From an optimization exercise on the open Yosys and OpenROAD flow, aimed at small area and a short achievable clock period; shortcuts taken in it are not production practice.
Where RTL was checked, it was by simulation tests only, not by an equivalence proof against the original.
Power and IR drop assume default switching activity.

// alu64_sync
module alu64_sync(
    input clk,
    input en,
    input MD,
    input [2:0] OP,
    input [63:0] R1,
    input [63:0] R2,
    output reg EQ,
    output reg GT,
    output reg LT,
    output reg OVR,
    output reg [63:0] Q
    );
Size in the first run: roughly 160 flip-flops, about 200 I/O pins, roughly 16000 sq um of cells after synthesis.
Settings: LEC_CHECK=0, ABC_AREA=1, CAP_MARGIN=20, CORE_MARGIN=2, CORE_UTILIZATION=50, CTS_BUF_LIST=sky130_fd_sc_hd__clkbuf_4 sky130_fd_sc_hd__clkbuf_8, SETUP_SLACK_MARGIN=1.5, SLEW_MARGIN=20; clock period 4.0 ns.
standard.sh (not shown) runs the stock make flow with config.mk's settings and CLKGATE_MAP_FILE= SYNTH_SCRIPT=/design/flow/synth_recipe.tcl, a recipe that flattens the netlist after the stock synthesis.
==> flow/flow/run.sh <==
#!/bin/bash
# Standard ORFS layout (the standard.sh), with the port buffers made from the
# smallest buffer cell instead of the one buffer_ports picks by default.
set -euo pipefail
bash standard.sh BUFFER_PORTS_ARGS="-buffer_cell sky130_fd_sc_hd__buf_1" finish > standard.log 2>&1
The starting point completed with no timing, DRC or antenna violations.
==> next run, changes <==
Settings changed: CORE_UTILIZATION 50 to 40.
Count of clock-buffer cells in the layout rises by 1.
Design area stays flat.
Synthesized cell count stays the same.
Area after synthesis stays the same.
==> next run, changes <==
Settings changed: CAP_MARGIN 20 to 5, CORE_UTILIZATION 40 to 50, SETUP_SLACK_MARGIN 1.5 to 1.7, SLEW_MARGIN 20 to 5.
What happened:
- The new run passed the timing, design-rule and antenna checks
- critical path depth went up by 4
- clock-buffer cell count does not change
- design area rose by about 3%
- first-iteration DRC count went up by 18%
- sequential power is lower by about 2%
- die area falls by about 20%
- wire length goes down by 3.4%
- total power grows by 1.8%
- worst setup slack improves by 140 ps
==> next run, changes <==
Settings changed: CAP_MARGIN 5 to 20, SLEW_MARGIN 5 to 20.
The changed run produced a clean layout.
Wire length stays flat.
Setup slack gets better by 13 ps.
Sequential share of layout area does not change.
Clock-buffer cell count is unchanged.
Global-route usage is unchanged.
Worst hold slack barely changes.
Via count increases by 1.0%.
Die area does not change.
==> next run, changes <==
Settings changed: CORE_UTILIZATION 50 to 40, CTS_BUF_LIST sky130_fd_sc_hd__clkbuf_4 sky130_fd_sc_hd__clkbuf_8 to not set, SETUP_SLACK_MARGIN 1.7 to 1.5.
=>
- register-to-register slack degrades by 210 ps
- die area climbs by a quarter to a third
- final cell count went up by a few percent
- via count shrinks by a few percent
- design area goes down slightly
- total power rises by a few percent
- global-route usage came out lower by 6.4 points
==> next run, changes <==
==> flow/flow/run.sh (replaced) <==
#!/bin/bash
# Layout flow: the standard.sh throughout, with two changes.
#  1. Synthesis runs with a copy of the ORFS scripts whose ABC area script is
#     replaced by flow/abc_area.script (ABC map with a required time of 2000 ps instead of delay-optimal mapping);
#     everything else in synthesis (synth_recipe.tcl, synth.tcl) is unchanged.
#  2. The port buffers use the smallest buffer cell (buf_1).
set -euo pipefail
rm -rf scripts_mod
cp -r "$FLOW_HOME/scripts" scripts_mod
cp flow/abc_area.script scripts_mod/abc_area.script
bash standard.sh SCRIPTS_DIR="$PWD/scripts_mod" ABC_AREA=1 synth > synth.log 2>&1
bash standard.sh BUFFER_PORTS_ARGS="-buffer_cell sky130_fd_sc_hd__buf_1" finish > standard.log 2>&1
==> flow/flow/abc_area.script (new file) <==
strash
dch
map -D 2000
topo
stime -c
buffer -c
upsize -c
dnsize -c
Settings changed: CORE_UTILIZATION 40 to 50, CTS_BUF_LIST set to sky130_fd_sc_hd__clkbuf_4 sky130_fd_sc_hd__clkbuf_8, SETUP_SLACK_MARGIN 1.5 to 1.7.
The changed run produced a clean layout.
Total power rises by about 9%.
Utilization rises by 26 points.
Via count rises by about 4%.
Routed wire length rises by about 8%.
Synthesized cell count falls by 14%.
Worst setup slack got worse by 250 ps.
Register-to-register slack improved by 180 ps.


alu64_sync, a different RTL version from the one above (not shown whole).
For scale: about 2600 cells after synthesis, about 160 flip-flops, about 200 I/O pins, roughly 15000 sq um of cells after synthesis.
export LEC_CHECK = 0
export ABC_AREA = 1
export CAP_MARGIN = 20
export CORE_MARGIN = 2
export CORE_UTILIZATION = 55
export CTS_BUF_LIST = sky130_fd_sc_hd__clkbuf_4 sky130_fd_sc_hd__clkbuf_8
export SETUP_SLACK_MARGIN = 1.65
export SLEW_MARGIN = 20
create_clock -name core_clock -period 4.0 [get_ports {clk}]
==> flow/flow/run.sh <==
#!/bin/bash
# Standard ORFS layout (the standard.sh), with the port buffers made from the
# smallest buffer cell instead of the one buffer_ports picks by default.
set -euo pipefail
bash standard.sh BUFFER_PORTS_ARGS="-buffer_cell sky130_fd_sc_hd__buf_1" finish > standard.log 2>&1
The baseline ran to the end with no violations.
==> next run, changes <==
==> flow/flow/run.sh (replaced) <==
#!/bin/bash
# Layout flow: the standard.sh throughout, with two changes.
#  1. Synthesis runs with a copy of the ORFS scripts whose ABC area script is
#     replaced by flow/abc_area.script (ABC map in area mode);
#     everything else in synthesis (synth_recipe.tcl, synth.tcl) is unchanged.
#  2. The port buffers use the smallest buffer cell (buf_1).
set -euo pipefail
rm -rf scripts_mod
cp -r "$FLOW_HOME/scripts" scripts_mod
cp flow/abc_area.script scripts_mod/abc_area.script
bash standard.sh SCRIPTS_DIR="$PWD/scripts_mod" ABC_AREA=1 synth > synth.log 2>&1
bash standard.sh BUFFER_PORTS_ARGS="-buffer_cell sky130_fd_sc_hd__buf_1" finish > standard.log 2>&1
==> flow/flow/abc_area.script (new file) <==
strash
dch
map -a
topo
stime -c
buffer -c
upsize -c
dnsize -c
CORE_UTILIZATION = 40   (was 55)
SETUP_SLACK_MARGIN = 1.5   (was 1.65)
Outcome:
- cell count goes down by 4.0%
- routed wire length goes down by 5.7%
- cell area goes up by 1.6%
- via count goes down by 10%
- setup slack degrades by 0.42 ns
- first-iteration DRC count goes down by 34%
- sequential power stays flat
- global-route usage goes down by 14 points
- clock power stays flat
==> next run, changes <==
==> flow/flow/run.sh (replaced) <==
#!/bin/bash
# Standard ORFS layout (the standard.sh), with the port buffers made from the
# smallest buffer cell instead of the one buffer_ports picks by default.
set -euo pipefail
bash standard.sh BUFFER_PORTS_ARGS="-buffer_cell sky130_fd_sc_hd__buf_1" finish > standard.log 2>&1
CORE_UTILIZATION = 55   (was 40)
SETUP_SLACK_MARGIN = 1.7   (was 1.5)
SYNTH_HIERARCHICAL = 1   (was unset)
removed: flow/flow/abc_area.script
Design area shrinks by 0.71%.
Flip-flop and latch count does not change.
Routed wire length goes up by 2.0%.
Die area goes down by 20%.
Worst setup slack is better by 0.56 ns.
Core utilization is higher by 12 points.


Another version of the RTL of alu64_sync (not shown whole).
Size: about 2700 cells after synthesis, roughly 200 I/O pins, about 15000 um2 of cells after synthesis.
export LEC_CHECK = 0
export ABC_AREA = 1
export CAP_MARGIN = 20
export CORE_MARGIN = 2
export CORE_UTILIZATION = 55
export CTS_BUF_LIST = sky130_fd_sc_hd__clkbuf_4 sky130_fd_sc_hd__clkbuf_8
export SETUP_SLACK_MARGIN = 1.7
export SLEW_MARGIN = 20
create_clock -name core_clock -period 4.0 [get_ports {clk}]
==> flow/flow/run.sh <==
#!/bin/bash
# Standard ORFS layout (the standard.sh), with the port buffers made from the
# smallest buffer cell instead of the one buffer_ports picks by default.
set -euo pipefail
bash standard.sh BUFFER_PORTS_ARGS="-buffer_cell sky130_fd_sc_hd__buf_1" finish > standard.log 2>&1
Next try:
- CORE_UTILIZATION: 55 -> 50
Outcome: Synthesized area does not change. Synthesized cell count stays the same. Core utilization goes down by 5.9 points. Setup slack loses 0.061 ns. Clock power came out lower by about 4%. First-iteration DRC count came out lower by 13%. Non-clock buffer count rose by 1.
Next try:
- CORE_UTILIZATION: 50 -> 55
- SETUP_SLACK_MARGIN: 1.7 -> 1.75
Outcome:
- total power went up by 4.3%
- die area shrinks by 8.9%
- via count grows by about 4%
No functional check of the RTL was part of any run of this note.


alu64_sync, a different RTL version from the one above (not shown whole).
Size in the first run: roughly 2,400 cells after synthesis, roughly 150 flip-flops, roughly 200 I/O pins, about 0.015 mm² of cells after synthesis.
Design alu64_sync, start of the top module:
module alu64_sync(
    input clk,
    input en,
    input MD,
    input [2:0] OP,
    input [63:0] R1,
    input [63:0] R2,
    output reg EQ,
    output reg GT,
    output reg LT,
    output reg OVR,
    output reg [63:0] Q
    );
==> flow/config.mk <==
export PLATFORM = sky130hd
export DESIGN_NAME = alu64_sync
export DESIGN_NICKNAME = alu64_sync
export VERILOG_FILES = /design/flow/design.v
export SDC_FILE = /design/flow/constraint.sdc
export NUM_CORES = 4
export LEC_CHECK = 0
export ABC_AREA = 1
export CAP_MARGIN = 20
export CORE_MARGIN = 2
export CORE_UTILIZATION = 40
export SETUP_SLACK_MARGIN = 1.5
export SLEW_MARGIN = 20
==> flow/constraint.sdc <==
create_clock -name core_clock -period 4.0 [get_ports {clk}]
set_input_delay 0.8000 -clock core_clock [delete_from_list [all_inputs] [get_ports {clk}]]
set_output_delay 0.8000 -clock core_clock [all_outputs]
set_load 0.01 [all_outputs]
==> flow/flow/run.sh <==
#!/bin/bash
# Layout flow: the standard.sh throughout, with two changes.
#  1. Synthesis runs with a copy of the ORFS scripts whose ABC area script is
#     replaced by flow/abc_area.script (logic optimisation before the standard delay-aware mapping);
#     everything else in synthesis (synth_recipe.tcl, synth.tcl) is unchanged.
#  2. The port buffers use the smallest buffer cell (buf_1).
set -euo pipefail
rm -rf scripts_mod
cp -r "$FLOW_HOME/scripts" scripts_mod
cp flow/abc_area.script scripts_mod/abc_area.script
bash standard.sh SCRIPTS_DIR="$PWD/scripts_mod" ABC_AREA=1 synth > synth.log 2>&1
bash standard.sh BUFFER_PORTS_ARGS="-buffer_cell sky130_fd_sc_hd__buf_1" finish > standard.log 2>&1
==> flow/flow/abc_area.script <==
strash
refactor
rewrite
dc2
dch
map -B 0.9
topo
stime -c
buffer -c
upsize -c
dnsize -c
The starting point completed with no timing, DRC or antenna violations.
Edit:
==> flow/flow/run.sh (replaced) <==
#!/bin/bash
# Standard ORFS layout (the standard.sh), with the port buffers made from the
# smallest buffer cell instead of the one buffer_ports picks by default.
set -euo pipefail
bash standard.sh BUFFER_PORTS_ARGS="-buffer_cell sky130_fd_sc_hd__buf_1" finish > standard.log 2>&1
--- a/flow/config.mk
+++ b/flow/config.mk
@@ -10,4 +10,5 @@
 export CORE_MARGIN = 2
-export CORE_UTILIZATION = 40
-export SETUP_SLACK_MARGIN = 1.5
+export CORE_UTILIZATION = 50
+export CTS_BUF_LIST = sky130_fd_sc_hd__clkbuf_4 sky130_fd_sc_hd__clkbuf_8
+export SETUP_SLACK_MARGIN = 1.7
 export SLEW_MARGIN = 20
removed: flow/flow/abc_area.script
=>
- synthesized cell count rises by about 18%
- setup slack gets better by 0.48 ns
- final cell count increases by about 7%
- sequential share of layout area grows by 1.1 points
- critical path depth drops by 7
- sequential power is about the same
Edit:
--- a/flow/config.mk
+++ b/flow/config.mk
@@ -10,5 +10,5 @@
 export CORE_MARGIN = 2
-export CORE_UTILIZATION = 50
+export CORE_UTILIZATION = 60
 export CTS_BUF_LIST = sky130_fd_sc_hd__clkbuf_4 sky130_fd_sc_hd__clkbuf_8
-export SETUP_SLACK_MARGIN = 1.7
+export SETUP_SLACK_MARGIN = 1.5
 export SLEW_MARGIN = 20
After rerunning:
- fmax shrinks by 7.7%
- global-route usage grows by 7.6 points
- synthesized cell count stays the same
- synthesized area stays the same
- flip-flop and latch count is unchanged
- critical path depth shrinks by 1
- worst setup slack degrades by 0.20 ns
- cell count shrinks by 2.4%
- sequential power hardly moves
- die area shrinks by 16%
- sequential share of layout area grows by 0.64 points

[separate check: timing with driven ports]
The results above use ideal ports. As a check the final layouts listed here were re-extracted and re-timed, cells and wires unchanged. Step 1 assumes that a clkbuf_16 drives the clock port and a buf_2 every other input. Step 2 adds t to the input delays and takes it off the output delays; t is the mean of the earliest and latest rising clock arrival at the registers after step 1. Input paths then give back, and output paths get back, about the clock's delay inside the block. a / b / c = ideal / step 1 / step 2; a / b = the first two.
run | t (ns) | slack for setup (ns) | clock arrival spread, ns | slew at the worst register clock pin (ns) | pins driven straight from the clock port
the first run of note 1 | 0.520 | 1.538 / 1.546 / 1.028 | 0.025 / 0.026 | 0.11 / 0.11 | 1
the second run of note 1 | 0.552 | 1.575 / 1.604 / 1.051 | 0.027 / 0.027 | 0.11 / 0.11 | 1
the third run of note 1 | 0.515 | 1.716 / 1.716 / 1.273 | 0.026 / 0.026 | 0.11 / 0.11 | 1
the fourth run of note 1 | 0.510 | 1.729 / 1.729 / 1.257 | 0.027 / 0.027 | 0.11 / 0.11 | 1
the fifth run of note 1 | 0.514 | 1.518 / 1.518 / 1.107 | 0.019 / 0.019 | 0.08 / 0.08 | 1
the sixth run of note 1 | 0.518 | 1.263 / 1.245 / 0.726 | 0.017 / 0.017 | 0.10 / 0.10 | 1
the first run of note 2 | 0.542 | 1.608 / 1.608 / 1.113 | 0.025 / 0.026 | 0.11 / 0.11 | 1
the second run of note 2 | 0.518 | 1.187 / 1.175 / 0.657 | 0.021 / 0.022 | 0.10 / 0.10 | 1
the third run of note 2 | 0.516 | 1.743 / 1.768 / 1.252 | 0.024 / 0.023 | 0.11 / 0.11 | 1
the first run of note 3 | 0.518 | 1.746 / 1.747 / 1.233 | 0.023 / 0.023 | 0.11 / 0.11 | 1
the second run of note 3 | 0.504 | 1.685 / 1.685 / 1.206 | 0.024 / 0.023 | 0.11 / 0.11 | 1
the third run of note 3 | 0.516 | 1.693 / 1.693 / 1.245 | 0.036 / 0.036 | 0.12 / 0.12 | 1
the first run of note 4 | 0.494 | 1.189 / 1.173 / 0.679 | 0.018 / 0.018 | 0.07 / 0.07 | 1
the second run of note 4 | 0.510 | 1.671 / 1.658 / 1.148 | 0.028 / 0.029 | 0.11 / 0.11 | 1
the third run of note 4 | 0.526 | 1.476 / 1.483 / 0.981 | 0.034 / 0.034 | 0.12 / 0.12 | 1
After both steps setup and hold are still met in every run listed. The setup slack of the sixth run of note 1, which loses most, moves by -0.018 ns with the drivers and by -0.537 ns with both steps.
